Background: an optimization exercise with open tools, aiming at small area. Do not read the settings as production practice.
RTL that was checked went through simulation tests only; none was proved equivalent to the original.
No functional check of the RTL was part of run 2.
The flow treats the clock pin as an ideal source, which a real chip does not have.
Power figures rest on the tool's default switching activity, not on a simulated workload.

`flow/config.mk`:
```
export PLATFORM = sky130hd
export DESIGN_NAME = hart
export DESIGN_NICKNAME = hart
export VERILOG_FILES = /design/flow/design.v
export SDC_FILE = /design/flow/constraint.sdc
export NUM_CORES = 4
export LEC_CHECK = 0
export CAP_MARGIN = 20
export CORE_MARGIN = 2
export CORE_UTILIZATION = 40
export SLEW_MARGIN = 20
```
`flow/constraint.sdc`:
```
create_clock -name core_clock -period 11.0 [get_ports {i_clk}]
set_input_delay 2.2000 -clock core_clock [delete_from_list [all_inputs] [get_ports {i_clk}]]
set_output_delay 2.2000 -clock core_clock [all_outputs]
set_load 0.01 [all_outputs]
```
`flow/design.v`:
```
`default_nettype none
module hart #(
    parameter RESET_ADDR = 32'h00000000
) (
    input  wire        i_clk,
    input  wire        i_rst,
    output wire [31:0] o_imem_raddr,
    input  wire [31:0] i_imem_rdata,
    output wire [31:0] o_dmem_addr,
    output wire        o_dmem_ren,
    output wire        o_dmem_wen,
    output wire [31:0] o_dmem_wdata,
    output wire [ 3:0] o_dmem_mask,
    input  wire [31:0] i_dmem_rdata,
    output wire        o_retire_valid,
    output wire [31:0] o_retire_inst,
    output wire        o_retire_trap,
    output wire        o_retire_halt,
    output wire [ 4:0] o_retire_rs1_raddr,
    output wire [ 4:0] o_retire_rs2_raddr,
    output wire [31:0] o_retire_rs1_rdata,
    output wire [31:0] o_retire_rs2_rdata,
    output wire [ 4:0] o_retire_rd_waddr,
    output wire [31:0] o_retire_rd_wdata,
    output wire [31:0] o_retire_dmem_addr,
    output wire [ 3:0] o_retire_dmem_mask,
    output wire        o_retire_dmem_ren,
    output wire        o_retire_dmem_wen,
    output wire [31:0] o_retire_dmem_rdata,
    output wire [31:0] o_retire_dmem_wdata,
    output wire [31:0] o_retire_pc,
    output wire [31:0] o_retire_next_pc
);
  reg [31:0] pc;           
  reg        rst_reg;      
  reg [31:0] f_pc;         
  reg [31:0] d_pc, d_ir;   
  reg        d_v, d_z;     
  reg [31:0] e_pc, e_ir, e_rs1, e_rs2;   
  reg        e_v, e_z;
  reg [31:0] m_pc, m_ir, m_rs1, m_rs2, m_res;   
  reg        m_v, m_rw;
  reg [31:0] w_pc, w_ir, w_rs1, w_rs2, w_res;   
  reg        w_v, w_rw;
  wire [6:0] w_op = w_ir[6:0];
  wire       w_ld = w_v & (w_op == 7'b0000011);
  wire       w_st = w_v & (w_op == 7'b0100011);
  wire [1:0] w_sz = w_ir[13:12];
  wire       w_byte = (w_sz == 2'b00);
  wire       w_half = (w_sz == 2'b01);
  wire       w_uns = w_ir[14];
  wire [1:0] w_a = w_res[1:0];
  wire [31:0] ld = i_dmem_rdata;
  wire       sgn = ~w_uns & (w_byte ? ld[7] : ld[15]);
  reg  [31:0] ld_ext;
  always @(*) begin
    if (w_byte) begin
      case (w_a)
        2'b00: ld_ext = {{24{sgn}}, ld[7:0]};
        2'b01: ld_ext = {{16{sgn}}, ld[7:0], 8'h00};
        2'b10: ld_ext = {{8{sgn}}, ld[7:0], 16'h0000};
        default: ld_ext = {ld[7:0], 24'h000000};
      endcase
    end else if (w_half) begin
      ld_ext = w_a[1] ? {{16{sgn}}, ld[31:16]} : {{16{sgn}}, ld[15:0]};
    end else begin
      ld_ext = ld;
    end
  end
  wire [31:0] wb_data = w_ld ? ld_ext : w_res;
  wire [4:0]  w_rd = w_ir[11:7];
  reg [31:0] rf[1:31];
  wire [31:0] rf_wd = i_rst ? 32'd0 : wb_data;
  integer k;
  always @(posedge i_clk) begin
    for (k = 1; k < 32; k = k + 1)
      if (i_rst | (w_rw & (w_rd == k))) rf[k] <= rf_wd;
  end
  wire [4:0] d_rs1 = d_ir[19:15];
  wire [4:0] d_rs2 = d_ir[24:20];
  wire [31:0] rf1 = (d_rs1 == 5'd0) ? 32'd0 : rf[d_rs1];
  wire [31:0] rf2 = (d_rs2 == 5'd0) ? 32'd0 : rf[d_rs2];
  wire [31:0] rd1 = (w_rw & (w_rd == d_rs1)) ? wb_data : rf1;
  wire [31:0] rd2 = (w_rw & (w_rd == d_rs2)) ? wb_data : rf2;
  wire [6:0] op = e_ir[6:0];
  wire [2:0] f3 = e_ir[14:12];
  wire is_jal  = (op == 7'b1101111);
  wire is_jalr = (op == 7'b1100111);
  wire is_br   = (op == 7'b1100011);
  wire is_ld   = (op == 7'b0000011);
  wire is_st   = (op == 7'b0100011);
  wire writer  = (op == 7'b0110011) | (op == 7'b0010011) | is_ld | is_jal | is_jalr |
                 (op == 7'b0110111) | (op == 7'b0010111);
  wire e_rw = e_v & writer & (e_ir[11:7] != 5'd0);
  wire [31:0] imm_i = {{20{e_ir[31]}}, e_ir[31:20]};
  wire [31:0] imm_s = {{20{e_ir[31]}}, e_ir[31:25], e_ir[11:7]};
  wire [31:0] imm_u = {e_ir[31:12], 12'b0};
  wire [31:0] imm_j = {{12{e_ir[31]}}, e_ir[19:12], e_ir[20], e_ir[30:21], 1'b0};
  wire [31:0] imm_b = {{20{e_ir[31]}}, e_ir[7], e_ir[30:25], e_ir[11:8], 1'b0};
  wire [31:0] imm = op[2] ? (op[3] ? imm_j : imm_u) : (op[5] ? imm_s : imm_i);
  wire a_pc   = op[2] & (op[3] | ~op[5]);
  wire a_zero = op[2] & ~op[3] & op[5] & ~op[6];
  wire b_imm  = op[6] ? op[3] : ~(op[5] & op[4] & ~op[2]);
  wire [31:0] a = a_pc ? e_pc : (a_zero ? 32'd0 : e_rs1);
  wire [31:0] b = b_imm ? imm : e_rs2;
  wire use_f3 = (op[4] & ~op[2]) | (op[6] & ~op[3]);
  wire [2:0] fs = use_f3 ? f3 : 3'b000;
  wire sub = use_f3 & ((op[6] & ~op[2]) | (~f3[2] & f3[1]) |
                       (f3 == 3'b000 & e_ir[30] & op[5] & ~op[6]));
  wire [31:0] bx = b ^ {32{sub}};
  wire [33:0] sum_w = {1'b0, a, 1'b1} + {1'b0, bx, sub};
  wire [31:0] sum = sum_w[32:1];
  wire        cout = sum_w[33];
  wire [31:0] x_ab = a ^ b;
  wire        eq = (x_ab == 32'd0);
  wire        ult = ~cout;
  wire        slt = (a[31] ^ b[31]) ? a[31] : sum[31];
  wire        uns = (op[6] & ~op[2]) ? f3[1] : f3[0];
  wire        lt = uns ? ult : slt;
  wire        sh_left = ~fs[2];
  reg  [31:0] a_rev;
  integer j;
  always @(*) for (j = 0; j < 32; j = j + 1) a_rev[j] = a[31-j];
  wire [31:0] sh_in = sh_left ? a_rev : a;
  wire        sh_fill = e_ir[30] & a[31] & ~sh_left;
  wire signed [32:0] sh_ext = {sh_fill, sh_in};
  wire signed [32:0] sh_out = sh_ext >>> b[4:0];
  reg  [31:0] sh_rev;
  always @(*) for (j = 0; j < 32; j = j + 1) sh_rev[j] = sh_out[31-j];
  wire [31:0] shr = sh_left ? sh_rev : sh_out[31:0];
  reg [31:0] alu;
  always @(*) begin
    case (fs)
      3'b000: alu = sum;
      3'b001: alu = shr;
      3'b010, 3'b011: alu = {31'b0, lt};
      3'b100: alu = x_ab;
      3'b101: alu = shr;
      3'b110: alu = a | b;
      default: alu = a & b;
    endcase
  end
  wire [31:0] off = e_pc + (op[2] ? 32'd4 : imm_b);
  wire [31:0] link = e_z ? 32'd0 : off;
  wire taken = e_v & is_br & ~(~f3[2] & f3[1]) & (f3[0] ^ (f3[2] ? lt : eq));
  wire jb = (e_v & (is_jal | is_jalr)) | taken;
  wire [31:0] target = op[2] ? alu : off;
  wire [31:0] e_res = op[6] ? link : alu;
  wire hazard = d_v & ((e_rw & ((e_ir[11:7] == d_rs1) | (e_ir[11:7] == d_rs2))) |
                       (m_rw & ((m_ir[11:7] == d_rs1) | (m_ir[11:7] == d_rs2))));
  wire en = ~hazard;
  wire [31:0] pc4 = pc + 32'd4;
  wire [31:0] next_pc = jb ? target : pc4;
  assign o_imem_raddr = en ? pc : pc - 32'd4;
  always @(posedge i_clk) begin
    rst_reg <= i_rst;
    if (i_rst) pc <= 32'd0;
    else if (en) pc <= next_pc;
    if (en) f_pc <= pc;
  end
  always @(posedge i_clk) begin
    if (en) begin
      d_ir <= i_imem_rdata;
      d_pc <= f_pc;
      d_z  <= ~d_v;
    end
    if (i_rst | rst_reg) d_v <= 1'b0;
    else if (en) d_v <= 1'b1;
  end
  always @(posedge i_clk) begin
    e_ir  <= d_ir;
    e_pc  <= d_pc;
    e_rs1 <= rd1;
    e_rs2 <= rd2;
    e_z   <= d_z;
    e_v   <= ~i_rst & ~hazard & d_v;
  end
  always @(posedge i_clk) begin
    m_ir  <= e_ir;
    m_pc  <= e_pc;
    m_rs1 <= e_rs1;
    m_rs2 <= e_rs2;
    m_res <= e_res;
    m_v   <= ~i_rst & e_v;
    m_rw  <= ~i_rst & e_rw;
  end
  always @(posedge i_clk) begin
    w_ir  <= m_ir;
    w_pc  <= m_pc;
    w_rs1 <= m_rs1;
    w_rs2 <= m_rs2;
    w_res <= m_res;
    w_v   <= ~i_rst & m_v;
    w_rw  <= ~i_rst & m_rw;
  end
  wire [6:0] m_op = m_ir[6:0];
  wire [1:0] m_sz = m_ir[13:12];
  function [3:0] lane_mask(input [1:0] sz, input [1:0] ad);
    lane_mask = (sz == 2'b00) ? (4'b0001 << ad) :
                (sz == 2'b01) ? (ad[1] ? 4'b1100 : 4'b0011) : 4'b1111;
  endfunction
  function [31:0] st_lanes(input [1:0] sz, input [31:0] r);
    st_lanes = {(sz == 2'b00) ? r[7:0] : (sz == 2'b01) ? r[15:8] : r[31:24],
                sz[1] ? r[23:16] : r[7:0],
                (sz == 2'b00) ? r[7:0] : r[15:8],
                r[7:0]};
  endfunction
  assign o_dmem_addr  = {m_res[31:2], 2'b00};
  assign o_dmem_ren   = m_v & (m_op == 7'b0000011);
  assign o_dmem_wen   = m_v & (m_op == 7'b0100011);
  assign o_dmem_mask  = lane_mask(m_sz, m_res[1:0]);
  assign o_dmem_wdata = st_lanes(m_sz, e_rs2);
  assign o_retire_valid      = w_v & ~i_rst;
  assign o_retire_inst       = w_ir;
  assign o_retire_trap       = 1'b0;
  assign o_retire_halt       = (w_ir == 32'h00100073);
  assign o_retire_rs1_raddr  = w_ir[19:15];
  assign o_retire_rs2_raddr  = w_ir[24:20];
  assign o_retire_rs1_rdata  = w_rs1;
  assign o_retire_rs2_rdata  = w_rs2;
  assign o_retire_rd_waddr   = w_rw ? w_rd : 5'd0;
  assign o_retire_rd_wdata   = wb_data;
  assign o_retire_dmem_addr  = {w_res[31:2], 2'b00};
  assign o_retire_dmem_mask  = lane_mask(w_sz, w_a);
  assign o_retire_dmem_ren   = w_ld;
  assign o_retire_dmem_wen   = w_st;
  assign o_retire_dmem_rdata = i_dmem_rdata;
  assign o_retire_dmem_wdata = st_lanes(w_sz, m_rs2);
  assign o_retire_pc         = w_pc;
  assign o_retire_next_pc    = next_pc;
endmodule
`default_nettype wire
```
`flow/run.sh`:
```
#!/bin/bash
# synth_recipe.tcl (not shown) runs the flow's synth.tcl, then flattens the netlist and writes it again
# the make line also repeats each setting of config.mk as NAME=value (left out here)
make -C /OpenROAD-flow-scripts/flow DESIGN_CONFIG=/design/flow/config.mk WORK_HOME=/design/flow/orfs CLKGATE_MAP_FILE= SYNTH_SCRIPT=/design/flow/synth_recipe.tcl finish
```
==> results.cfg, run 1 <==
[detailed_routing]
dr_wl_met2_um = 173000
wl_met1_um = 139600
avgRoutedWirePerCell_um = 46.01
met3_length_um = 57850
drc = 0
vias = 64066
vias_per_cell = 7.211
route.antenna.remaining_nets = 0
top_layer = met5
drt_iter0_drc = 13482
dr.pass1.iters = 10
wirelength_um = 408800

[setup_path]
worstPathMaxFanout = 38
slowest_delay_ns = 0.87
crit_buf_inv = 3
setup.worst_path.class = register to output pin
cp_top_family = simple AND/OR/NAND/NOR gates
crit_path_end_kind = output pin
worstPathArrival_ns = 8.09
cp_slowest_cell = nor2_4
start_kind = register
crit_chain = nor2b_1, a221oi_2, nor2_4, buf_4, xnor2_1, ha_1, nand2_1, nor3_1, a31oi_1, a2111oi_0, nor2_1, a211o_1, a31oi_4, buf_4, nor2_1, a21oi_1, clkdlybuf4s50_1
crit_required_ns = 8.80

[grt]
grt_pass1_wl_um = 532500
grt_pass1_vias = 58664
globalRouteOverflowTotal = 0
grt_max_degree = 72
globalRouteTotalUtil_pct = 43.57
antenna_found_initial = 50

[cells_and_area]
fin_cells = 8885
largest_reg_flops = 992
nFillCells = 15631
regMostFlops = rf
drive_above_1_share_pct = 12.13
multi_input_area_um2 = 26610
syn_to_final_growth_pct = 20.00
nNetsFinal = 6564
register_area_um2 = 42480

[cts]
holdBufCountCts = 0
cts_max_path_buffers = 3
cts_sinks = 1577
clkTransAtPathRegs_ns = 0.06
clk_latency_ns = 0.87
h-tree-depth = 4
cts_made_buffers = 165
cts_setup_buffers = 0
cts-root-buf = clkbuf_16
tritoncts = done
cts_resized = 0

[floorplanning]
start_util_pct = 40.33
die_w_um = 425.6
die_y_um = 425.6
core_area_um2 = 176300
num_rows = 154
ios = 480
die_area_um2 = 181100

[pwr]
leakagePower_nw = 31.14
netSwitchingFraction_pct = 32.13
power_density_nw_per_um2 = 200.8
switchingPower_w = 0.005505
p_int_w = 0.01163
peakVddDrop_mv = 0.1462
combPwrFrac_pct = 19.7
pwr-share-seq_pct = 44.7
power_frac_clock_pct = 35.6

[yosys]
synthesis.area_um2 = 71100
yosys_warnings = 34
synth.distinct_cells = 102
ys_seq_area_share_pct = 59.74
ys_seq_elements = 1577
synthFlopType = edfxtp_1
syn_inst = 5977
synth.avg_cell_area_um2 = 11.90
postSynth.asyncResetShare_pct = 0
synth_edf_count = 1089

[worst_hold_path]
worstHoldPathType = register to register

[sta]
period_needed_ns = 10.29
max_freq_mhz = 97.18
setup_viol = 0
setup_ws_ns = 0.7099
fin_skew_ns = 0.05896
rsz0062_at_grt = false
tightest_slew_ns = 1.287
maxSlewViolCount = 0
timing.setup.tns_ns = 0
maxSlewHeadroom_pct = 14.19
hold_viol_final = 0
min_period_over_period_pct = 93.55

[placement]
post-dp-hpwl_um = 269000
globalplace.congestion = 1.030
place_ws_ns = 1.682
placedCellCount = 8542
port_buffers = 474

[job]
max-cap-violations = 0

[outcome]
status = no timing/DRC/antenna violations
-- final cells by class --
cell class | count | share of cell area (%)
antenna | 34 | 0.09973
tap | 2340 | 3.432
multi-input combinational | 3751 | 31.20
clock buffer | 207 | 5.313
clock inverter | 102 | 1.645
sequential | 1577 | 49.79
timing repair buffer | 733 | 7.902
inverter | 141 | 0.6248
-- metrics by stage --
stage | total power, W | util, % | instance area (um2) | hold slack, ns
after floorplan | 0.008861 | - | 71110 | 0.3096
after global placement | 0.01097 | 44.92 | 79200 | 0.3101
after detailed placement | 0.01095 | 44.97 | 79280 | 0.3121
after CTS | 0.01695 | 48.33 | 85220 | 0.3174
after global routing | 0.01739 | 48.36 | 85260 | 0.3174
final | 0.01713 | 48.39 | 85320 | 0.3225
-- logic make-up after synthesis --
group                      share of synthesized area, %
adders and majority gates                         2.281
and+or+nand+nor                                   9.442
AOI/OAI and AO/OA                                 19.43
xor gates and xnor gates                          2.045
buffers and inverters                             4.118
DFF                                               59.74
other                                          0.005274
muxes                                             2.942
-- placed cells by master (no fill, tap or decap), types with 170 or more instances in the layout --
cell type,netlist,final
edfxtp_1,1089,1089
a22oi_1,540,540
dfxtp_1,488,485
clkdlybuf4s50_1,0,473
nand2_1,374,363
a21oi_1,346,342
buf_4,107,255
nor2_1,294,233
a22o_1,182,182
a221oi_1,178,175
nand4_1,172,172
o21ai_0,195,170
clkbuf_16,0,170
-- worst reg2reg max path, delay by kind of cell (launching register included) --
family                     cells  cell delay, ns
adders and majority gates      1            0.49
and+or+nand+nor                6            2.37
buffers and inverters          3            1.24
DFF                            1            0.47
xor gates and xnor gates       1            0.16
AOI/OAI and AO/OA              6            2.36
-- power by group through the flow --
stage	sequential [W]	combinational [W]	clock, W
floorplan	0.00742	0.00144	0
global placement	0.00773	0.00324	0
detailed placement	0.00773	0.00322	0
CTS	0.00761	0.00323	0.00611
global route	0.00766	0.00339	0.00634
finish	0.00766	0.00337	0.00610
-- routing by layer --
metal	up-vias	global-route usage [%]
met4	34	31.81
met2	6672	64.56
met3	1942	16.22
li1	24269	-
met5	-	0.1852
met1	31149	51.78
-- synthesized netlist by cell type (12+ instances only) --
cell / instances / area share [%]
o31ai_1: 13 / 0.14
ha_1: 128 / 2.3
a21o_1: 39 / 0.41
clkbuf_1: 335 / 1.8
nand3b_1: 17 / 0.18
o22ai_1: 32 / 0.28
edfxtp_1: 1089 / 46
a21oi_1: 346 / 2.4
buf_1: 30 / 0.16
nand2_1: 374 / 2.0
a222oi_1: 65 / 0.92
o21ai_0: 195 / 1.4
nand4_1: 172 / 1.5
dfxtp_1: 488 / 14
or2_2: 14 / 0.12
mux2_2: 54 / 0.86
nand3_1: 136 / 0.96
a221oi_1: 178 / 2.2
nand2b_1: 28 / 0.25
nor4_1: 60 / 0.53
o221ai_1: 13 / 0.16
xnor2_1: 110 / 1.4
o211ai_1: 27 / 0.29
buf_4: 107 / 1.1
nor3_1: 103 / 0.73
and4b_1: 12 / 0.17
nor2_1: 294 / 1.6
a31oi_1: 29 / 0.26
and2_1: 23 / 0.20
o21bai_1: 12 / 0.13
a22oi_1: 540 / 5.7
and3_1: 36 / 0.32
a22o_1: 182 / 2.2
a211oi_1: 25 / 0.26
nor2b_1: 41 / 0.36
or3_1: 15 / 0.13
o32ai_1: 23 / 0.28
buf_2: 36 / 0.25
a221o_1: 20 / 0.28
mux2i_1: 128 / 1.8
inv_1: 132 / 0.70
o21a_1: 18 / 0.19
xor2_1: 56 / 0.69
-- worst paths after layout --
check | startpoint | to | slack [ns] | cells past startpoint
min reg2reg | m_ir[14] | w_ir[14] | 0.32 | 0
min | m_ir[14] | w_ir[14] | 0.32 | 0
max | e_ir[4] | o_retire_next_pc[19] | 0.71 | 17
max reg2reg | e_ir[4] | pc[3] | 3.82 | 17
==> inputs of run 2 (changes only) <==
--- a/flow/design.v
+++ b/flow/design.v
@@ -79,6 +79,13 @@
   wire [4:0] d_rs1 = d_ir[19:15];
   wire [4:0] d_rs2 = d_ir[24:20];
-  wire [31:0] rf1 = (d_rs1 == 5'd0) ? 32'd0 : rf[d_rs1];
-  wire [31:0] rf2 = (d_rs2 == 5'd0) ? 32'd0 : rf[d_rs2];
+  reg [31:0] rf1, rf2;
+  always @(*) begin
+    rf1 = 32'd0;
+    rf2 = 32'd0;
+    for (k = 1; k < 32; k = k + 1) begin
+      rf1 = rf1 | ({32{d_rs1 == k}} & rf[k]);
+      rf2 = rf2 | ({32{d_rs2 == k}} & rf[k]);
+    end
+  end
   wire [31:0] rd1 = (w_rw & (w_rd == d_rs1)) ? wb_data : rf1;
   wire [31:0] rd2 = (w_rw & (w_rd == d_rs2)) ? wb_data : rf2;
@@ -109,7 +116,7 @@
                        (f3 == 3'b000 & e_ir[30] & op[5] & ~op[6]));
   wire [31:0] bx = b ^ {32{sub}};
-  wire [33:0] sum_w = {1'b0, a, 1'b1} + {1'b0, bx, sub};
-  wire [31:0] sum = sum_w[32:1];
-  wire        cout = sum_w[33];
+  wire [31:0] sum;
+  wire        cout;
+  add_bk #(.W(32)) alu_add (.a(a), .b(bx), .ci(sub), .s(sum), .co(cout));
   wire [31:0] x_ab = a ^ b;
   wire        eq = (x_ab == 32'd0);
@@ -141,5 +148,7 @@
     endcase
   end
-  wire [31:0] off = e_pc + (op[2] ? 32'd4 : imm_b);
+  wire [31:0] off;
+  wire        off_co;
+  add_bk #(.W(32)) off_add (.a(e_pc), .b(op[2] ? 32'd4 : imm_b), .ci(1'b0), .s(off), .co(off_co));
   wire [31:0] link = e_z ? 32'd0 : off;
   wire taken = e_v & is_br & ~(~f3[2] & f3[1]) & (f3[0] ^ (f3[2] ? lt : eq));
@@ -150,7 +159,11 @@
                        (m_rw & ((m_ir[11:7] == d_rs1) | (m_ir[11:7] == d_rs2))));
   wire en = ~hazard;
-  wire [31:0] pc4 = pc + 32'd4;
+  wire [29:0] pc4_hi, pcm_hi;
+  wire        pc4_co, pcm_co;
+  add_bk #(.W(30)) inc_add (.a(pc[31:2]), .b(30'd0), .ci(1'b1), .s(pc4_hi), .co(pc4_co));
+  add_bk #(.W(30)) dec_add (.a(pc[31:2]), .b({30{hazard}}), .ci(1'b0), .s(pcm_hi), .co(pcm_co));
+  wire [31:0] pc4 = {pc4_hi, pc[1:0]};
   wire [31:0] next_pc = jb ? target : pc4;
-  assign o_imem_raddr = en ? pc : pc - 32'd4;
+  assign o_imem_raddr = {pcm_hi, pc[1:0]};
   always @(posedge i_clk) begin
     rst_reg <= i_rst;
@@ -230,3 +243,32 @@
   assign o_retire_next_pc    = next_pc;
 endmodule
+module add_bk #(
+    parameter W = 32
+) (
+    input  wire [W-1:0] a,
+    input  wire [W-1:0] b,
+    input  wire         ci,
+    output wire [W-1:0] s,
+    output wire         co
+);
+  reg [W-1:0] p, g;
+  integer i, j;
+  always @(*) begin
+    p = a ^ b;
+    g = a & b;
+    g[0] = g[0] | (p[0] & ci);
+    for (i = 1; (1 << i) <= W; i = i + 1)
+      for (j = (1 << i) - 1; j < W; j = j + (1 << i)) begin
+        g[j] = g[j] | (p[j] & g[j - (1 << (i-1))]);
+        p[j] = p[j] & p[j - (1 << (i-1))];
+      end
+    for (i = 5; i > 0; i = i - 1)
+      for (j = (1 << i) + (1 << (i-1)) - 1; j < W; j = j + (1 << i)) begin
+        g[j] = g[j] | (p[j] & g[j - (1 << (i-1))]);
+        p[j] = p[j] & p[j - (1 << (i-1))];
+      end
+  end
+  assign s  = (a ^ b) ^ {g[W-2:0], ci};
+  assign co = g[W-1];
+endmodule
 `default_nettype wire
--- a/flow/config.mk
+++ b/flow/config.mk
@@ -8,4 +8,6 @@
 export CAP_MARGIN = 20
 export CORE_MARGIN = 2
-export CORE_UTILIZATION = 40
+export CORE_UTILIZATION = 70
+export CTS_BUF_LIST = sky130_fd_sc_hd__clkbuf_4
+export PLACE_DENSITY = 0.8
 export SLEW_MARGIN = 20
==> run 2 against run 1 <==
The flow now stops in 5_1_grt. Area after synthesis shrank 1.6%. Synthesized cell count fell by 7.5%.
==> results.cfg, run 2 <==
[outcome]
status = stopped before the end
stop_stage = 5_1_grt
error_line = [ERROR GRT-0116] Global routing finished with congestion. Check the congestion regions in the DRC Viewer.

[yosys]
synthesis.area_um2 = 69930
ys_seq_elements = 1577
synth.distinct_cells = 88
synth-simple-area-share_pct = 7.871
synth_top_area_cell = edfxtp_1
syn_inst = 5528
post-synth-top-count-cell = edfxtp_1
yosysTopAreaCellShare_pct = 46.76
synth.avg_cell_area_um2 = 12.65
synth_edf_count = 1089
netlist_top_cells_area = edfxtp_1, dfxtp_1, a221oi_1
yosys_warnings = 4
synth_mux_area_share_pct = 2.353
synth_fa_ha_area_share_pct = 4.269
synthFlopType = edfxtp_1
synth-xor-area-share_pct = 1.540
ys_top_cells_by_count = edfxtp_1, dfxtp_1, a221oi_1
synth_top_family_by_area = compound AO/OA/AOI/OAI gates
ys_seq_area_share_pct = 60.73
postSynth.asyncResetShare_pct = 0
synth_compound_area_share_pct = 19.21

[cts]
h-tree-depth = 5
cts_made_buffers = 382
cts_sinks = 1577
cts_max_path_buffers = 4
holdBufCountCts = 0
cts-root-buf = clkbuf_4

[floorplanning]
start_util_pct = 70.85
die_y_um = 320.1
die_w_um = 320.1
num_rows = 115
ios = 480

[grt]
grt_max_degree = 76
grt_pass1_vias = 75197
globalRouteTotalUtil_pct = 83.04
grt_pass1_wl_um = 592900
globalRouteOverflowTotal = 13

[placement]
globalplace.congestion = 1.153
post-dp-hpwl_um = 219400
port_buffers = 474
## run 2: cell types whose count changed after synthesis, sizes merged, moves of 135 or more
cell	before	now
a221oi	179	432
a22oi	540	135
a22o	182	401
nand2	375	237
a21oi	347	212
## run 2: power groups by stage
stage               clock [W]  sequential, W  combinational (W)
floorplan                   0        0.00743            0.00126
global placement            0        0.00764            0.00258
detailed placement          0        0.00770            0.00261
CTS                   0.00503        0.00762            0.00268
## run 2: per-stage QoR
stage,area (um2),utilization (%),cells,hold WS [ns],setup WS (ns)
2_1_floorplan,69950,-,5532,0.3096,0.07809
3_3_place_gp,76600,77.61,7043,0.3098,0.8253
3_5_place_dp,76620,77.62,7043,0.3121,0.7581
4_1_cts,81580,82.65,7726,0.2622,0.03344
## run 2: cells by family after synthesis
| logic type | after synthesis |
|---|---|
| AOI/OAI and AO/OA | 1737 |
| xor gates and xnor gates | 123 |
| adders and majority gates | 211 |
| buffers and inverters | 632 |
| DFF | 1577 |
| muxes | 157 |
| other | 1 |
| and+or+nand+nor | 1090 |
## run 2: metal layers
metal | GRT overflow | GRT usage [%]
met1 | 4 | 82.30
met4 | 1 | 80.52
met2 | 4 | 94.13
met5 | 2 | 58.68
met3 | 2 | 74.31
## run 2: timing repair
action / CTS
pin swaps: 2
setup endpoints to repair: 40
resized for setup: 27
buffers inserted: 4
hold endpoints to repair: 0
gates cloned: 0
## run 2: worst min-delay path by stage
stage,endpoint,startpoint,slack (ns)
4_1_cts,w_rs2[21],m_rs2[21],0.26
2_1_floorplan,w_ir[14],m_ir[14],0.31
3_3_place_gp,w_ir[26],m_ir[26],0.31
3_5_place_dp,w_rs1[7],m_rs1[7],0.31
==> inputs of run 3 (changes only) <==
--- a/flow/design.v
+++ b/flow/design.v
@@ -116,34 +116,34 @@
                        (f3 == 3'b000 & e_ir[30] & op[5] & ~op[6]));
   wire [31:0] bx = b ^ {32{sub}};
+  wire [31:0] p_ab = a ^ bx;
+  wire [31:0] g_ab = a & bx;
   wire [31:0] sum;
   wire        cout;
   add_bk #(.W(32)) alu_add (.a(a), .b(bx), .ci(sub), .s(sum), .co(cout));
-  wire [31:0] x_ab = a ^ b;
-  wire        eq = (x_ab == 32'd0);
+  wire        eq = &p_ab;
   wire        ult = ~cout;
-  wire        slt = (a[31] ^ b[31]) ? a[31] : sum[31];
+  wire        slt = p_ab[31] ? sum[31] : a[31];
   wire        uns = (op[6] & ~op[2]) ? f3[1] : f3[0];
   wire        lt = uns ? ult : slt;
-  wire        sh_left = ~fs[2];
-  reg  [31:0] a_rev;
+  wire        sh_left = ~f3[2];
+  reg  [31:0] rs1_rev;
   integer j;
-  always @(*) for (j = 0; j < 32; j = j + 1) a_rev[j] = a[31-j];
-  wire [31:0] sh_in = sh_left ? a_rev : a;
-  wire        sh_fill = e_ir[30] & a[31] & ~sh_left;
+  always @(*) for (j = 0; j < 32; j = j + 1) rs1_rev[j] = e_rs1[31-j];
+  wire [31:0] sh_in = sh_left ? rs1_rev : e_rs1;
+  wire        sh_fill = e_ir[30] & e_rs1[31] & f3[2];
   wire signed [32:0] sh_ext = {sh_fill, sh_in};
   wire signed [32:0] sh_out = sh_ext >>> b[4:0];
   reg  [31:0] sh_rev;
   always @(*) for (j = 0; j < 32; j = j + 1) sh_rev[j] = sh_out[31-j];
-  wire [31:0] shr = sh_left ? sh_rev : sh_out[31:0];
   reg [31:0] alu;
   always @(*) begin
     case (fs)
       3'b000: alu = sum;
-      3'b001: alu = shr;
+      3'b001: alu = sh_rev;
       3'b010, 3'b011: alu = {31'b0, lt};
-      3'b100: alu = x_ab;
-      3'b101: alu = shr;
-      3'b110: alu = a | b;
-      default: alu = a & b;
+      3'b100: alu = p_ab;
+      3'b101: alu = sh_out[31:0];
+      3'b110: alu = p_ab | g_ab;
+      default: alu = g_ab;
     endcase
   end
--- a/flow/config.mk
+++ b/flow/config.mk
@@ -8,6 +8,7 @@
 export CAP_MARGIN = 20
 export CORE_MARGIN = 2
-export CORE_UTILIZATION = 70
-export CTS_BUF_LIST = sky130_fd_sc_hd__clkbuf_4
-export PLACE_DENSITY = 0.8
+export CORE_UTILIZATION = 50
+export CTS_BUF_LIST = sky130_fd_sc_hd__clkbuf_16
+export CTS_CLUSTER_DIAMETER = 60
+export CTS_CLUSTER_SIZE = 25
 export SLEW_MARGIN = 20
==> run 3 against run 2 <==
The run now finishes clean. Synthesized cell count down 0.25%. Area after synthesis is 0.89% lower.
==> results.cfg, run 3 <==
[outcome]
status = no timing/DRC/antenna violations

[job]
max-cap-violations = 0

[setup_path]
crit_required_ns = 8.80
start_kind = register
worstPathArrival_ns = 8.36
worstPathMaxFanout = 28
setup.worst_path.class = register to output pin
crit_path_end_kind = output pin

[yosys]
synth_mux_area_share_pct = 1.538
synthFlopType = edfxtp_1
synth_top_family_by_area = compound AO/OA/AOI/OAI gates
yosysTopAreaCellShare_pct = 47.18
synth_fa_ha_area_share_pct = 3.766
postSynth.asyncResetShare_pct = 0
post-synth-top-count-cell = edfxtp_1
synth.distinct_cells = 101
synth.avg_cell_area_um2 = 12.57
ys_seq_elements = 1577
synth_compound_area_share_pct = 20.17
ys_top_cells_by_count = edfxtp_1, dfxtp_1, a22o_1
yosys_warnings = 4
syn_inst = 5514
synth-xor-area-share_pct = 1.504
synth_top_area_cell = edfxtp_1
synth-simple-area-share_pct = 7.708
netlist_top_cells_area = edfxtp_1, dfxtp_1, a22o_1
synthesis.area_um2 = 69310
ys_seq_area_share_pct = 61.28
synth_edf_count = 1089

[sta]
maxSlewViolCount = 0
hold_viol_final = 0
timing.setup.tns_ns = 0
fin_skew_ns = 0.05566
tightest_slew_ns = 1.366
period_needed_ns = 10.56
min_period_over_period_pct = 95.97
max_freq_mhz = 94.73
maxSlewHeadroom_pct = 8.257
rsz0062_at_grt = false
setup_viol = 0

[cts]
h-tree-depth = 3
cts_resized = 0
tritoncts = done
clk_latency_ns = 0.79
cts-root-buf = clkbuf_16
cts_setup_buffers = 0
clkTransAtPathRegs_ns = 0.10
holdBufCountCts = 0
cts_made_buffers = 115
cts_max_path_buffers = 3
cts_sinks = 1577

[placement]
globalplace.congestion = 1.045
post-dp-hpwl_um = 222300
port_buffers = 474

[cells_and_area]
syn_to_final_growth_pct = 16.61
largest_reg_flops = 992
fin_util_pct = 58.79
final_cell_mix = edfxtp_1, dfxtp_1, clkdlybuf4s50_1
nNetsFinal = 6075
drive_above_1_share_pct = 10.14
regMostFlops = rf
mostFrequentLayoutCell = edfxtp_1
nFillCells = 11053

[worst_hold_path]
worstHoldPathType = register to register

[floorplanning]
die_y_um = 376.3
die_w_um = 376.3
die_area_um2 = 141600
start_util_pct = 50.41
core_area_um2 = 137500
num_rows = 136
ios = 480

[detailed_routing]
avgRoutedWirePerCell_um = 46.15
route.antenna.remaining_nets = 0
vias_per_cell = 7.765
vias = 60042
drt_iter0_drc = 12933
wirelength_um = 356900
drc = 0
dr.pass1.iters = 15

[grt]
globalRouteOverflowTotal = 0
grt_max_degree = 62
globalRouteTotalUtil_pct = 48.97
grt_pass1_vias = 54938
grt_pass1_wl_um = 471700
antenna_found_initial = 29

[pwr]
peakVddDrop_mv = 0.1838
fin_total_pwr_w = 0.01518
leakagePower_nw = 29.57
power_density_nw_per_um2 = 187.8
==> run 3: cell types whose count changed after synthesis, moves of 17 or more <==
cell | previous run | this run
a221oi_1 | 431 | 410
ha_1 | 165 | 135
and4b_1 | 25 | 0
a22o_1 | 398 | 418
o21ai_0 | 182 | 165
o21ai_1 | 8 | 25
nand3_1 | 84 | 124
nand2_1 | 237 | 211
mux2i_1 | 118 | 55
nor2b_1 | 44 | 27
a21oi_1 | 212 | 266
a311oi_1 | 27 | 4
nor2_1 | 271 | 294
==> run 3: metal layers <==
metal / wire length, um / global-route usage, % / share of wire, %
met1: 118800 / 59.37 / 33
met2: 147100 / 70.18 / 41
met3: 56180 / 19.68 / 16
met4: 34400 / 36.14 / 9.6
met5: 467 / 1.269 / 0.13
==> run 3: area by class of cell <==
class	instances	area, um2	area share (%)
Antenna cell	13	32.53	0.04025
Timing Repair Buffer	665	6196	7.666
Inverter	152	573.1	0.7090
Multi-Input combinational cell	3317	24940	30.86
Clock buffer	118	2953	3.653
Tap cell	1794	2245	2.777
Clock inverter	96	1410	1.745
Sequential cell	1577	42480	52.55
==> run 3: path summary, 6_finish.rpt <==
kind | startpoint | end | slack [ns] | cells past startpoint
setup / recovery | e_ir[5] | o_retire_next_pc[19] | 0.44 | 24
hold / removal | m_pc[6] | w_pc[6] | 0.32 | 0
setup reg to reg | e_ir[5] | pc[18] | 3.63 | 25
hold reg to reg | m_pc[6] | w_pc[6] | 0.32 | 0
==> run 3: logic make-up (layout without fill, tap and decap cells) <==
kind of cell    count (synthesis)  in the layout
compound gates               1833           1833
xor+xnor                      119            119
fa+ha+maj                     181            181
buf+inv                       624           1031
flops                        1577           1577
mux                            97             97
other cells                     1             18
simple gates                 1082           1082
==> run 3: worst max-delay path: stages, from the launching register on <==
cell and delay, ns:
dfxtp_1 0.77, nand4bb_1 0.53, nand2_2 0.56, buf_4 0.42
a21oi_1 0.13, xnor2_1 0.19, ha_1 0.39, a211oi_1 0.22
nor2_1 0.12, nor3_1 0.52, nor2_1 0.09, nor2_1 0.30
nor2_1 0.09, o21ai_0 0.22, nand2b_1 0.09, a21oi_1 0.22
fa_1 0.21, nor2_1 0.05, xor2_1 0.15, a21o_1 0.24
a211oi_1 0.08, nor3_1 0.56, o221ai_1 0.52, a32oi_1 0.31
clkdlybuf4s50_1 0.58
==> run 3: power by group <==
group	total, W	internal, W	switching [W]	leakage (nW)
clock	0.00484	0.00228	0.00256	2.11
combinational	0.00271	0.000888	0.00182	12.1
sequential	0.00764	0.00704	0.000595	15.4
total	0.0152	0.0102	0.00497	29.6
==> run 3: per-stage QoR <==
stage               hold slack, ns  std cells  setup slack [ns]  area, um2
global placement            0.3099       7503             1.527      76390
detailed placement          0.3121       7503             1.457      76400
finish                      0.3225       7732            0.4438      80830
floorplan                   0.3096       5518            0.9860      69330
CTS                         0.3209       7717            0.5872      80770
global route                0.3281       7722           0.01339      80800
==> inputs of run 4 (changes only) <==
==> flow/flow/run.sh (new file) <==
#!/bin/bash
# Layout flow: the standard ORFS flow (standard.sh, unchanged synthesis),
# with two knobs the ORFS scripts read from the environment:
#  - port buffers use the smallest buffer cell (every port is still buffered);
#  - clock tree synthesis uses clkbuf_16 with larger sink clusters and without
#    dummy loads.
set -euo pipefail
export BUFFER_PORTS_ARGS="-buffer_cell sky130_fd_sc_hd__buf_1"
export CTS_ARGS="-sink_clustering_enable -repair_clock_nets -dont_use_dummy_load -buf_list sky130_fd_sc_hd__clkbuf_16 -sink_clustering_size 25 -sink_clustering_max_diameter 60"
bash standard.sh > standard.log 2>&1
==> flow/standard.sh (new file) <==
#!/bin/bash
# synth_recipe.tcl (not shown) runs the flow's synth.tcl, then flattens the netlist and writes it again
# the make line also repeats each setting of config.mk as NAME=value (left out here)
make -C /OpenROAD-flow-scripts/flow DESIGN_CONFIG=/design/flow/config.mk WORK_HOME=/design/flow/orfs CLKGATE_MAP_FILE= SYNTH_SCRIPT=/design/flow/synth_recipe.tcl "${@:-finish}"
--- a/flow/config.mk
+++ b/flow/config.mk
@@ -9,6 +9,3 @@
 export CORE_MARGIN = 2
 export CORE_UTILIZATION = 50
-export CTS_BUF_LIST = sky130_fd_sc_hd__clkbuf_16
-export CTS_CLUSTER_DIAMETER = 60
-export CTS_CLUSTER_SIZE = 25
 export SLEW_MARGIN = 20
removed: flow/run.sh
==> run 4 against run 3 <==
Still clean on timing, DRC and antenna. Cell count decreased by 1.1%. Synthesized cell count unchanged. Flip-flop and latch count unchanged. Final area decreased by 5.5%. Clock power decreased by 23%. Combinational power decreased by about 10%. Global-route usage decreased by 0.57 points. Power decreased by 9.1%. Fmax increased by 0.34%. Area after synthesis unchanged. Clock skew increased by 0.069 ns. Critical path type unchanged. Critical endpoint is now o_retire_next_pc[2]. Highest routed layer unchanged.
==> results.cfg, run 4 <==
[outcome]
status = no timing/DRC/antenna violations

[cts]
h-tree-depth = 3
cts_sinks = 1577
cts_setup_buffers = 0
clk_latency_ns = 0.82
cts_made_buffers = 111
cts_max_path_buffers = 3
tritoncts = done
cts_resized = 0
cts-root-buf = clkbuf_16
clkTransAtPathRegs_ns = 0.09
holdBufCountCts = 0

[sta]
timing.setup.tns_ns = 0
setup_ws_ns = 0.4794
maxSlewHeadroom_pct = 7.993
maxSlewViolCount = 0
max_freq_mhz = 95.05
setup_viol = 0
period_needed_ns = 10.52
tightest_slew_ns = 1.367
hold_viol_final = 0
min_period_over_period_pct = 95.64
fin_skew_ns = 0.1243
rsz0062_at_grt = false

[detailed_routing]
drc = 0
avgRoutedWirePerCell_um = 46.18
vias = 60001
dr.pass1.iters = 14
wirelength_um = 353300
route.antenna.remaining_nets = 0
vias_per_cell = 7.844
drt_iter0_drc = 13635

[placement]
post-dp-hpwl_um = 218600
placedCellCount = 7516
globalplace.congestion = 1.111
port_buffers = 474
place_ws_ns = 1.318

[setup_path]
crit_top_cell = a21oi_1
crit_required_ns = 8.80
crit_path_end_kind = output pin
start_kind = register
setup.worst_path.class = register to output pin
cp_slowest_cell = a2111oi_0
worstPathArrival_ns = 8.32
worstPathMaxFanout = 53
reg2regPathDepth = 24
slowest_delay_ns = 0.92
crit_chain = nor2b_2, a21oi_1, buf_4, a21oi_4, xnor2_1, ha_1, a21oi_1, nor2_1, a2111oi_0, a22oi_1, and2_1, a21o_1, a21oi_1, fa_1, nand2b_1, o311a_1, o21ai_1, a41o_1, and3_1, or3_2, o221a_2, a21oi_1, buf_1

[grt]
grt_max_degree = 60
antenna_found_initial = 29
grt_pass1_vias = 54492
grt_pass1_wl_um = 467100
globalRouteTotalUtil_pct = 48.40
globalRouteOverflowTotal = 0

[yosys]
yosys_warnings = 4
synth.avg_cell_area_um2 = 12.57
ys_seq_elements = 1577
synthFlopType = edfxtp_1
synth_edf_count = 1089
syn_inst = 5514
synth.distinct_cells = 101
netlist_top_cells_area = edfxtp_1, dfxtp_1, a22o_1
ys_top_cells_by_count = edfxtp_1, dfxtp_1, a22o_1
post-synth-top-count-cell = edfxtp_1
ys_seq_area_share_pct = 61.28
synth_top_area_cell = edfxtp_1
postSynth.asyncResetShare_pct = 0
yosysTopAreaCellShare_pct = 47.18
synthesis.area_um2 = 69310

[floorplanning]
die_w_um = 376.3
core_area_um2 = 137500
start_util_pct = 50.41
ios = 480
die_area_um2 = 141600
die_y_um = 376.3
num_rows = 136

[pwr]
pwr-share-seq_pct = 55.5
fin_total_pwr_w = 0.01380
p_int_w = 0.009456
peakVddDrop_mv = 0.1633
combPwrFrac_pct = 17.6
switchingPower_w = 0.004342
power_frac_clock_pct = 26.9
netSwitchingFraction_pct = 31.47
leakagePower_nw = 27.70
power_density_nw_per_um2 = 180.7

[job]
max-cap-violations = 0

[cells_and_area]
mostFrequentLayoutCell = edfxtp_1
regMostFlops = rf
nNetsFinal = 6083
largest_reg_flops = 992
final_cell_mix = edfxtp_1, dfxtp_1, buf_1
syn_to_final_growth_pct = 10.15
drive_above_1_share_pct = 8.845
fin_cells = 7649

[worst_hold_path]
hold_depth = 0
worstHoldPathType = register to register
==> run 4: cell counts after synthesis <==
No cell type changed its count.
==> run 4: cell families (layout without fill, tap and decap cells) <==
logic type      Yosys count  count (layout)  synth area share (%)
mux                      97              97                 1.538
buf+inv                 624             940                 4.038
other cells               1              26              0.005410
simple gates           1082            1082                 7.708
compound gates         1833            1833                 20.17
xor+xnor                119             119                 1.504
fa+ha+maj               181             181                 3.766
flops                  1577            1577                 61.28
==> run 4: per-stage QoR <==
step | hold slack, ns | area, um2 | utilization (%)
2_1_floorplan | 0.3096 | 69330 | -
3_3_place_gp | 0.3096 | 73450 | 53.42
3_5_place_dp | 0.3121 | 73460 | 53.43
4_1_cts | 0.2936 | 76240 | 55.45
5_1_grt | 0.2935 | 76310 | 55.50
6_report | 0.3025 | 76350 | 55.53
==> run 4: final cells by class <==
class	count	area, um2
Multi-Input combinational cell	3317	24910
Inverter	152	573.1
Sequential cell	1577	42480
Tap cell	1794	2245
Timing Repair Buffer	677	3312
Fill cell	11536	61150
Clock buffer	111	2778
Antenna cell	21	52.55
==> run 4: worst max-delay path, delay by kind of cell, from the launching register on <==
| family | cells | cell delay (ns) |
|---|---|---|
| AO/OA/AOI/OAI | 12 | 3.57 |
| XOR/XNOR | 1 | 0.29 |
| adder cells (fa/ha/maj) | 2 | 0.66 |
| buffers and inverters | 2 | 0.41 |
| flip-flops | 1 | 0.48 |
| AND/OR/NAND/NOR | 6 | 2.14 |
==> run 4: final timing paths <==
path	endpoint	slack, ns	from
worst max-delay path	o_retire_next_pc[2]	0.48	e_ir[3]
worst min-delay path	e_z	0.30	d_z
worst max register to register	pc[20]	3.01	e_ir[3]
worst min register to register	e_z	0.30	d_z
==> run 4: metal layers <==
layer	up-vias	share of wire, %	track usage, %
met4	24	10	37.65
met1	29085	33	59.04
met5	-	0.11	0.1029
met2	6541	41	68.31
li1	22466	-	-
met3	1885	16	19.30
==> run 4: power groups by stage <==
stage,registers [W],clock network [W],logic (W)
after CTS,0.00760,0.00370,0.00229
after global placement,0.00773,0,0.00229
after global routing,0.00766,0.00390,0.00246
after detailed placement,0.00773,0,0.00228
final,0.00766,0.00371,0.00243
after floorplan,0.00743,0,0.00123
==> inputs of run 5 (changes only) <==
==> flow/flow/run.sh (replaced) <==
#!/bin/bash
# Layout flow: the standard ORFS flow (standard.sh, unchanged synthesis),
# with two knobs the ORFS scripts read from the environment:
#  - port buffers use the smallest buffer cell (every port is still buffered);
#  - clock tree synthesis uses clkbuf_4 in small sink clusters (about 8
#    flip-flops per leaf buffer) and no dummy loads.
set -euo pipefail
export BUFFER_PORTS_ARGS="-buffer_cell sky130_fd_sc_hd__buf_1"
export CTS_ARGS="-sink_clustering_enable -repair_clock_nets -dont_use_dummy_load -buf_list sky130_fd_sc_hd__clkbuf_4 -sink_clustering_size 8 -sink_clustering_max_diameter 50"
bash standard.sh > standard.log 2>&1
==> run 5 against run 4 <==
Critical path depth down 1. Register-to-register slack improved by 0.35 ns. Power decreased by 6.3%. Core utilization fell by 0.76 points. Fmax down 1.6%. Final area shrank 1.4%. Worst hold slack worse by 0.00072 ns. First-iteration DRC count is 2.6% lower. Area after synthesis did not move. Sequential power about the same.
==> results.cfg, run 5 <==
[outcome]
status = no timing/DRC/antenna violations

[detailed_routing]
avgRoutedWirePerCell_um = 45.63
dr.pass1.iters = 17
wirelength_um = 354600
drt_iter0_drc = 13280
vias = 60462
route.antenna.remaining_nets = 0
vias_per_cell = 7.779
drc = 0

[yosys]
ys_top_cells_by_count = edfxtp_1, dfxtp_1, a22o_1
netlist_top_cells_area = edfxtp_1, dfxtp_1, a22o_1
ys_seq_area_share_pct = 61.28
synth-xor-area-share_pct = 1.504
synthFlopType = edfxtp_1
synth-simple-area-share_pct = 7.708
syn_inst = 5514
yosys_warnings = 4
synth.distinct_cells = 101
synth_fa_ha_area_share_pct = 3.766
synth.avg_cell_area_um2 = 12.57
synth_compound_area_share_pct = 20.17
ys_seq_elements = 1577
synth_top_family_by_area = compound AO/OA/AOI/OAI gates
synth_top_area_cell = edfxtp_1
post-synth-top-count-cell = edfxtp_1
synth_edf_count = 1089
yosysTopAreaCellShare_pct = 47.18
synth_mux_area_share_pct = 1.538
postSynth.asyncResetShare_pct = 0
synthesis.area_um2 = 69310

[cts]
cts_sinks = 1577
h-tree-depth = 4
tritoncts = done
cts-root-buf = clkbuf_4
cts_made_buffers = 223
cts_max_path_buffers = 3
holdBufCountCts = 0
clkTransAtPathRegs_ns = 0.08
clk_latency_ns = 1.32

[cells_and_area]
syn_to_final_growth_pct = 8.650
regMostFlops = rf
fin_cells = 7772
largest_reg_flops = 992
nNetsFinal = 6198
drive_above_1_share_pct = 10.61
mostFrequentLayoutCell = edfxtp_1
nFillCells = 11741
final_cell_mix = edfxtp_1, dfxtp_1, buf_1

[sta]
fin_skew_ns = 0.2218
timing.setup.tns_ns = 0
hold_viol_final = 0
tightest_slew_ns = 1.397
min_period_over_period_pct = 97.23
period_needed_ns = 10.69
maxSlewHeadroom_pct = 6.215
max_freq_mhz = 93.50
maxSlewViolCount = 0
setup_viol = 0
rsz0062_at_grt = false

[grt]
globalRouteTotalUtil_pct = 48.74
antenna_found_initial = 36
grt_pass1_vias = 55303
globalRouteOverflowTotal = 0
grt_pass1_wl_um = 470200
grt_max_degree = 60

[floorplanning]
num_rows = 136
die_w_um = 376.3
ios = 480
die_y_um = 376.3
core_area_um2 = 137500
die_area_um2 = 141600
start_util_pct = 50.41

[setup_path]
worstPathArrival_ns = 8.49
start_kind = register
worstPathMaxFanout = 53
crit_chain = nand2b_1, nand4_2, nand2_4, o21ai_0, fa_1, nand3b_1, a21oi_1, o31ai_1, nand4_1, and2_1, a21o_1, a21oi_1, fa_1, nand2b_1, o311a_1, o21ai_1, a41o_1, a21oi_1, or3_2, o221a_2, a21oi_1, buf_1
crit_required_ns = 8.80
cp_slowest_cell = or3_2
crit_path_end_kind = output pin
cp-startpoint = e_ir[3]
cp_top_family = simple AND/OR/NAND/NOR gates
r2r-start = e_ir[3]
slowest_delay_ns = 0.91
crit_top_cell = a21oi_1
setup.worst_path.class = register to output pin
crit_buf_inv = 1

[worst_hold_path]
worstHoldPathType = register to register
min-delay-start = m_pc[6]

[pwr]
peakVddDrop_mv = 0.09437
fin_total_pwr_w = 0.01293
leakagePower_nw = 27.38
power_density_nw_per_um2 = 171.7

[placement]
placedCellCount = 7516
port_buffers = 474
post-dp-hpwl_um = 218600
globalplace.congestion = 1.111

[job]
max-cap-violations = 0
==> run 5: timing repair <==
action / 4_1_cts / 5_1_grt
endpoints found under the setup margin: 0 / 33
gates resized for setup: 0 / 5
buffers inserted: 0 / 2
==> run 5: worst reg2reg max path, cell delays in order, from the launching register on <==
cell      delay (ns)
dfxtp_1         0.65
nand2b_1        0.63
nand4_2         0.77
nand2_4         0.48
o21ai_0         0.21
fa_1            0.51
nand3b_1        0.23
a21oi_1         0.19
o31ai_1         0.14
nand4_1         0.18
and2_1          0.22
a21o_1          0.13
a21oi_1         0.08
fa_1            0.47
nand2b_1        0.18
o311a_1         0.14
o21ai_1         0.15
a41o_1          0.17
a21oi_1         0.11
or3_2           0.91
buf_4           0.40
and3_1          0.25
o21ai_0         0.22
o2111a_1        0.21
==> run 5: power breakdown <==
group	total, W	internal, W	leakage [nW]	switching (W)
clock network	0.00285	0.000921	1.03	0.00193
logic	0.00243	0.000647	11.0	0.00178
registers	0.00765	0.00704	15.4	0.000608
total	0.0129	0.00861	27.4	0.00432
==> run 5: layer usage <==
layer,vias up,part of all wire [%],routed length (um),global-route usage (%)
met5,-,0.067,237,0.7204
met1,29198,33,118500,58.93
met2,6564,41,143700,68.48
met3,1917,16,56090,20.65
met4,26,10,36100,37.67
li1,22757,-,-,-
==> run 5: logic make-up (layout without fill, tap and decap cells) <==
logic type,count (synthesis),in the layout
compound gates,1833,1833
flops,1577,1577
other cells,1,34
simple gates,1082,1082
fa+ha+maj,181,181
xor+xnor,119,119
buf+inv,624,1055
mux,97,97
==> run 5: final cells by class <==
cell class                      instances  area [um2]  area share (%)
Sequential cell                      1577       42480           56.40
Timing Repair Buffer                  680        3347           4.444
Antenna cell                           29       72.57         0.09636
Inverter                              152       574.3          0.7626
Clock buffer                          223        1674           2.223
Multi-Input combinational cell       3317       24920           33.09
Tap cell                             1794        2245           2.981
==> run 5: path summary, 6_finish.rpt <==
check,to,slack (ns),depth (start not counted)
worst max-delay path,o_retire_next_pc[2],0.31,22
worst min-delay path,w_pc[6],0.30,0
worst max register to register,pc[20],3.36,23
worst min register to register,w_pc[6],0.30,0
==> run 5: through the flow <==
step | cell area [um2] | hold slack, ns | worst slack, ns | utilization (%)
CTS | 75140 | 0.2828 | 0.03745 | 54.65
detailed placement | 73460 | 0.3121 | 1.318 | 53.43
global route | 75250 | 0.2866 | 0.01909 | 54.73
floorplan | 69330 | 0.3096 | 0.9860 | -
global placement | 73450 | 0.3096 | 1.448 | 53.42
finish | 75310 | 0.3018 | 0.3052 | 54.77
==> inputs of run 6 (changes only) <==
--- a/flow/design.v
+++ b/flow/design.v
@@ -68,8 +68,8 @@
     end
   end
-  wire [31:0] wb_data = w_ld ? ld_ext : w_res;
+  wire [31:0] wb_data = ({32{w_ld & ~i_rst}} & ld_ext) | ({32{~w_ld & ~i_rst}} & w_res);
   wire [4:0]  w_rd = w_ir[11:7];
   reg [31:0] rf[1:31];
-  wire [31:0] rf_wd = i_rst ? 32'd0 : wb_data;
+  wire [31:0] rf_wd = wb_data;
   integer k;
   always @(posedge i_clk) begin
==> run 6 against run 5 <==
Global-route usage fell by 0.80 points. Critical endpoint is now o_retire_next_pc[18]. Fmax rose by 2.5%. Area after synthesis fell by 0.46%. Largest cell class unchanged. Core utilization fell by 0.18 points. Combinational power fell by 6%. Flip-flop and latch count did not move. Final area fell by 0.58%. Clock power barely moved. Clock-buffer cell count fell by 2. Critical path depth rose by 1.
==> results.cfg, run 6 <==
[outcome]
status = no timing/DRC/antenna violations

[floorplanning]
core_area_um2 = 137200
num_rows = 136
die_y_um = 375.5
start_util_pct = 50.31
ios = 480
die_area_um2 = 141000
die_w_um = 375.5

[cells_and_area]
final_area_um2 = 74870
fin_cells = 7753
regMostFlops = rf
register_area_um2 = 42480
multi_input_area_um2 = 24820
drive_above_1_share_pct = 10.41
nNetsFinal = 6176
largest_reg_flops = 992
final_cell_mix = edfxtp_1, dfxtp_1, buf_1
syn_to_final_growth_pct = 8.512
nFillCells = 11719
mostFrequentLayoutCell = edfxtp_1

[grt]
grt_max_degree = 138
antenna_found_initial = 26
grt_pass1_vias = 54677
globalRouteOverflowTotal = 0
globalRouteTotalUtil_pct = 47.93
grt_pass1_wl_um = 460400

[yosys]
ys_top_cells_by_count = edfxtp_1, dfxtp_1, a22oi_1
syn_inst = 5527
netlist_top_cells_area = edfxtp_1, dfxtp_1, a22oi_1
synth_top_area_cell = edfxtp_1
synth.distinct_cells = 89
ys_seq_elements = 1577
synth_edf_count = 1089
post-synth-top-count-cell = edfxtp_1
synth.avg_cell_area_um2 = 12.48
yosysTopAreaCellShare_pct = 47.40
yosys_warnings = 4
ys_seq_area_share_pct = 61.56
synthFlopType = edfxtp_1
postSynth.asyncResetShare_pct = 0
synthesis.area_um2 = 68990

[detailed_routing]
drc = 0
vias_per_cell = 7.708
wirelength_um = 348300
route.antenna.remaining_nets = 0
avgRoutedWirePerCell_um = 44.93
drt_iter0_drc = 12938
vias = 59758
dr.pass1.iters = 13

[sta]
timing.setup.tns_ns = 0
tightest_slew_ns = 1.262
maxSlewViolCount = 0
holdWs_ns = 0.2949
max_freq_mhz = 95.82
fin_skew_ns = 0.2165
maxSlewHeadroom_pct = 15.59
rsz0062_at_grt = false
period_needed_ns = 10.44
setup_viol = 0
min_period_over_period_pct = 94.87
hold_viol_final = 0

[pwr]
pwr-share-seq_pct = 60.0
leakagePower_nw = 27.14
power_frac_clock_pct = 22.2
peakVddDrop_mv = 0.09779
netSwitchingFraction_pct = 33.15
combPwrFrac_pct = 17.8
switchingPower_w = 0.004247
power_density_nw_per_um2 = 171.2
p_int_w = 0.008567

[placement]
post-dp-hpwl_um = 205400
placedCellCount = 7498
port_buffers = 474
post_dp_cell_area_um2 = 73070
globalplace.congestion = 1.082

[worst_hold_path]
worstHoldPathType = register to register

[cts]
cts_setup_buffers = 0
cts_sinks = 1577
cts_max_path_buffers = 3
holdBufCountCts = 0
cts_made_buffers = 221
tritoncts = done
clkTransAtPathRegs_ns = 0.08
clk_latency_ns = 1.33
h-tree-depth = 4
cts-root-buf = clkbuf_4

[setup_path]
start_kind = register
worstPathMaxFanout = 44
setup.worst_path.class = register to output pin
reg2reg_slack_ns = 3.28
crit_path_end_kind = output pin
worstPathArrival_ns = 8.24
crit_required_ns = 8.80

[job]
max-cap-violations = 0
run 6: layer usage:
metal	vias up	wire length (um)	part of all wire, %	global-route usage, %
li1	22651	-	-	-
met1	28929	116100	33	57.84
met5	-	196	0.056	0.5146
met4	19	34350	9.9	36.64
met3	1836	53800	15	19.20
met2	6323	143900	41	68.57
run 6: cell families (layout without fill, tap and decap cells):
kind of cell    Yosys count  after routing  synth area share, %
fa+ha+maj               181            181                3.783
mux                     113            113                1.763
buf+inv                 604            999                3.888
simple gates           1128           1129                8.066
other cells               1             37             0.005435
flops                  1577           1577                61.56
compound gates         1802           1802                19.40
xor+xnor                121            121                1.536
run 6: power groups by stage:
| stage | clock network [W] | registers, W | logic, W |
|---|---|---|---|
| 6_report | 0.00285 | 0.00768 | 0.00228 |
| 3_3_place_gp | 0 | 0.00776 | 0.00217 |
| 5_1_grt | 0.00306 | 0.00769 | 0.00233 |
| 4_1_cts | 0.00284 | 0.00763 | 0.00217 |
| 2_1_floorplan | 0 | 0.00744 | 0.00120 |
| 3_5_place_dp | 0 | 0.00776 | 0.00216 |
run 6: repair_timing:
action | 4_1_cts | 5_1_grt
endpoints found under the setup margin | 16 | 32
cloned | 0 | 1
pin swaps | 0 | 1
resized for setup | 2 | 4
run 6: cell type report:
class                           count  area share (%)
Clock buffer                      221           2.216
Multi-Input combinational cell   3351           33.16
Timing Repair Buffer              647           4.130
Inverter                          131          0.6601
Antenna cell                       32          0.1070
Tap cell                         1794           2.998
Sequential cell                  1577           56.73
run 6: final timing paths:
check / from / endpoint / depth (start not counted)
setup / recovery: e_ir[6] / o_retire_next_pc[18] / 23
hold / removal: m_rs1[22] / w_rs1[22] / 0
setup reg to reg: e_ir[6] / pc[27] / 22
hold reg to reg: m_rs1[22] / w_rs1[22] / 0
run 6: critical path: stages, from the launching register on:
cell and delay (ns):
dfxtp_1 0.73, nor2b_1 0.67, nor2_2 0.29, mux2i_2 0.27, buf_4 0.32, xnor2_1 0.14
ha_1 0.37, a21oi_1 0.14, nand2_1 0.11, inv_1 0.11, o21ai_1 0.21, a2111oi_4 0.70
a21oi_1 0.22, a21oi_1 0.19, nor2b_1 0.06, nor2_1 0.14, fa_1 0.23, mux2i_1 0.08
a221o_1 0.37, o32ai_2 0.54, or2_4 0.59, o21ai_0 0.19, o22a_1 0.25, buf_1 0.15
run 6: per-stage QoR:
| step | util (%) | power (W) | worst slack (ns) |
|---|---|---|---|
| 2_1_floorplan | - | 0.008638 | 1.113 |
| 3_3_place_gp | 53.28 | 0.009927 | 1.086 |
| 3_5_place_dp | 53.28 | 0.009914 | 0.9017 |
| 4_1_cts | 54.50 | 0.01264 | 0.1507 |
| 5_1_grt | 54.55 | 0.01307 | 0.01860 |
| 6_report | 54.59 | 0.01281 | 0.5642 |
==> inputs of run 7 (changes only) <==
==> flow/flow/run.sh (replaced) <==
#!/bin/bash
# Layout flow: the standard ORFS flow (standard.sh, unchanged synthesis),
# with knobs the ORFS scripts read from the environment:
#  - port buffers use the smallest buffer cell (every port is still buffered);
#  - clock tree synthesis uses clkbuf_4 in small sink clusters (about 8
#    flip-flops per leaf buffer) and no dummy loads;
#  - the placement and routing repair steps do not use buf_4, so they insert
#    the smaller buf_2 where it suffices.
set -euo pipefail
export BUFFER_PORTS_ARGS="-buffer_cell sky130_fd_sc_hd__buf_1"
export CTS_ARGS="-sink_clustering_enable -repair_clock_nets -dont_use_dummy_load -buf_list sky130_fd_sc_hd__clkbuf_4 -sink_clustering_size 8 -sink_clustering_max_diameter 50"
HOOK="$PWD/flow/no_buf4.tcl"
export PRE_GLOBAL_PLACE_TCL="$HOOK" PRE_RESIZE_TCL="$HOOK" PRE_CTS_TCL="$HOOK" PRE_GLOBAL_ROUTE_TCL="$HOOK" PRE_DETAIL_ROUTE_TCL="$HOOK"
bash standard.sh > standard.log 2>&1
==> flow/flow/no_buf4.tcl (new file) <==
set_dont_use {sky130_fd_sc_hd__buf_4}
==> run 7 against run 6 <==
Synthesized cell count unchanged. Largest power group unchanged. Die area is the same. Fmax is 1.7% lower. Highest routed layer unchanged. Critical path type unchanged. Still clean on timing, DRC and antenna.
==> results.cfg, run 7 <==
[outcome]
status = no timing/DRC/antenna violations

[floorplanning]
num_rows = 136
core_area_um2 = 137200
ios = 480
start_util_pct = 50.31
die_area_um2 = 141000
die_w_um = 375.5
die_y_um = 375.5

[grt]
antenna_found_initial = 43
globalRouteTotalUtil_pct = 48.96
grt_pass1_vias = 55668
grt_pass1_wl_um = 468600
grt_max_degree = 113
globalRouteOverflowTotal = 0

[job]
max-cap-violations = 0

[sta]
rsz0062_at_grt = false
timing.setup.tns_ns = 0
hold_viol_final = 0
tightest_slew_ns = 1.379
maxSlewHeadroom_pct = 7.351
maxSlewViolCount = 0
period_needed_ns = 10.61
max_freq_mhz = 94.23
min_period_over_period_pct = 96.48
setup_viol = 0
fin_skew_ns = 0.2541
holdWs_ns = 0.2854

[yosys]
synth_compound_area_share_pct = 19.40
ys_top_cells_by_count = edfxtp_1, dfxtp_1, a22oi_1
synthFlopType = edfxtp_1
synth.distinct_cells = 89
synth-simple-area-share_pct = 8.066
yosys_warnings = 4
post-synth-top-count-cell = edfxtp_1
yosysTopAreaCellShare_pct = 47.40
synth_top_area_cell = edfxtp_1
synthesis.area_um2 = 68990
synth_fa_ha_area_share_pct = 3.783
netlist_top_cells_area = edfxtp_1, dfxtp_1, a22oi_1
ys_seq_area_share_pct = 61.56
synth.avg_cell_area_um2 = 12.48
synth_top_family_by_area = compound AO/OA/AOI/OAI gates
syn_inst = 5527
synth-xor-area-share_pct = 1.536
postSynth.asyncResetShare_pct = 0
ys_seq_elements = 1577
synth_mux_area_share_pct = 1.763
synth_edf_count = 1089

[worst_hold_path]
worstHoldPathType = register to register
hold_depth = 0

[cts]
clk_latency_ns = 1.34
cts_made_buffers = 226
holdBufCountCts = 0
cts_sinks = 1577
clkTransAtPathRegs_ns = 0.10
tritoncts = done

[setup_path]
start_kind = register
worstPathArrival_ns = 8.41
setup.worst_path.class = register to output pin
worstPathMaxFanout = 29
reg2regPathDepth = 25
crit_path_end_kind = output pin
crit_required_ns = 8.80

[cells_and_area]
drive_above_1_share_pct = 11.50
nFillCells = 11710
mostFrequentLayoutCell = edfxtp_1
regMostFlops = rf
nNetsFinal = 6250
largest_reg_flops = 992
final_cell_mix = edfxtp_1, dfxtp_1, buf_1
syn_to_final_growth_pct = 8.652

[placement]
post-dp-hpwl_um = 229600
port_buffers = 474
globalplace.congestion = 1.054

[pwr]
leakagePower_nw = 27.47
peakVddDrop_mv = 0.09011
power_density_nw_per_um2 = 171.8

[detailed_routing]
dr.pass1.iters = 11
wirelength_um = 355200
route.antenna.remaining_nets = 0
vias_per_cell = 7.771
vias = 60897
drc = 0
drt_iter0_drc = 12827
avgRoutedWirePerCell_um = 45.33
==> run 7: cell counts after synthesis <==
Identical to the previous run, type by type.
==> run 7: metal layers <==
metal	routed length, um	vias up	track usage (%)	part of all wire (%)
met5	506	-	1.029	0.14
met4	35500	44	37.70	10
met3	57450	1999	21.68	16
met2	145200	6654	69.19	41
met1	116500	29380	58.27	33
li1	-	22820	-	-
==> run 7: power breakdown <==
| part | switching [W] | total, W | internal, W |
|---|---|---|---|
| Combinational | 0.00173 | 0.00233 | 0.000602 |
| Sequential | 0.000628 | 0.00767 | 0.00704 |
| Clock | 0.00194 | 0.00287 | 0.000933 |
| Total | 0.00430 | 0.0129 | 0.00858 |
==> run 7: final timing paths <==
kind / startpoint / endpoint / slack [ns]
max: e_ir[3] / o_retire_next_pc[30] / 0.39
min: m_ir[11] / w_ir[11] / 0.29
max reg2reg: e_ir[3] / pc[27] / 3.23
min reg2reg: m_ir[11] / w_ir[11] / 0.29
==> run 7: cell families after synthesis <==
family,Yosys count
DFF,1577
other,1
adders and majority gates,181
muxes,113
buffers and inverters,604
AOI/OAI and AO/OA,1802
xor gates and xnor gates,121
and+or+nand+nor,1128
==> run 7: per-stage QoR <==
| stage | instance area [um2] | worst slack (ns) | std cells | total power (W) | util, % |
|---|---|---|---|---|---|
| finish | 74960 | 0.3876 | 7836 | 0.01288 | 54.66 |
| global route | 74890 | 0.04655 | 7808 | 0.01314 | 54.61 |
| CTS | 74700 | 0.03361 | 7786 | 0.01267 | 54.47 |
| detailed placement | 72990 | 1.216 | 7559 | 0.009933 | 53.22 |
| global placement | 72950 | 1.229 | 7557 | 0.009944 | 53.19 |
| floorplan | 69010 | 1.113 | 5531 | 0.008638 | - |
==> run 7: cell type report <==
| cell class | instances | area [um2] | area share, % |
|---|---|---|---|
| diodes | 41 | 102.6 | 0.1369 |
| clock buffers | 226 | 1697 | 2.263 |
| inverters | 131 | 494.2 | 0.6593 |
| multi-input cells | 3352 | 24830 | 33.12 |
| flip-flops and latches | 1577 | 42480 | 56.66 |
| well taps | 1794 | 2245 | 2.994 |
| repair buffers | 715 | 3122 | 4.164 |
==> run 7: timing repair <==
action	in CTS	in global routing
setup buffers	0	3
setup endpoints to repair	13	25
gates cloned	1	1
pin swaps	1	1
gates resized for setup	1	3
==> run 7: worst max-delay path, stage by stage, from the launching register on <==
cell and delay, ns:
dfxtp_1 0.79, nor2b_1 0.33, nor4_4 0.31, buf_2 0.46, nor2_2 0.07, buf_2 0.26
mux2i_1 0.19, fa_1 0.51, nand3b_1 0.18, nand2_1 0.13, inv_1 0.10, o21ai_1 0.42
a2111oi_2 0.15, buf_2 0.19, a21oi_1 0.29, a21oi_1 0.12, nor2b_1 0.13, nor2_1 0.07
fa_1 0.47, mux2i_1 0.15, a221o_1 0.27, o21a_1 0.42, or2_4 0.44, buf_2 0.22
mux2_2 0.34, buf_1 0.14

re-timing with driven ports:
Ports are ideal in the flow. The routed layouts listed here were re-timed in OpenROAD.
Step 1 sets driving cells, clkbuf_16 on the clock port and buf_2 on the other inputs (assumed; they add their load-dependent delay and slew).
Step 2 also shifts input and output timing later by t, the mid clock arrival at the registers, as if the neighbouring blocks saw the same clock.
Three values: no drivers, after step 1, after step 2; two values: the first two.
run	shift t [ns]	slack for setup (ns)	latest minus earliest clock arrival (ns)	worst data-port slew with drivers (ns)	pins driven straight from the clock port
run 1	0.928	0.710 / 0.618 / 1.547	0.063 / 0.063	0.15	1
run 3	0.849	0.444 / 0.361 / 1.210	0.062 / 0.062	0.12	1
run 4	0.834	0.479 / 0.399 / 1.233	0.143 / 0.143	0.10	1
run 5	1.273	0.305 / 0.228 / 1.501	0.265 / 0.264	0.12	1
run 6	1.300	0.564 / 0.473 / 1.772	0.238 / 0.237	0.16	1
run 7	1.294	0.388 / 0.300 / 1.594	0.259 / 0.259	0.21	1
After both steps every run listed still meets setup and hold.
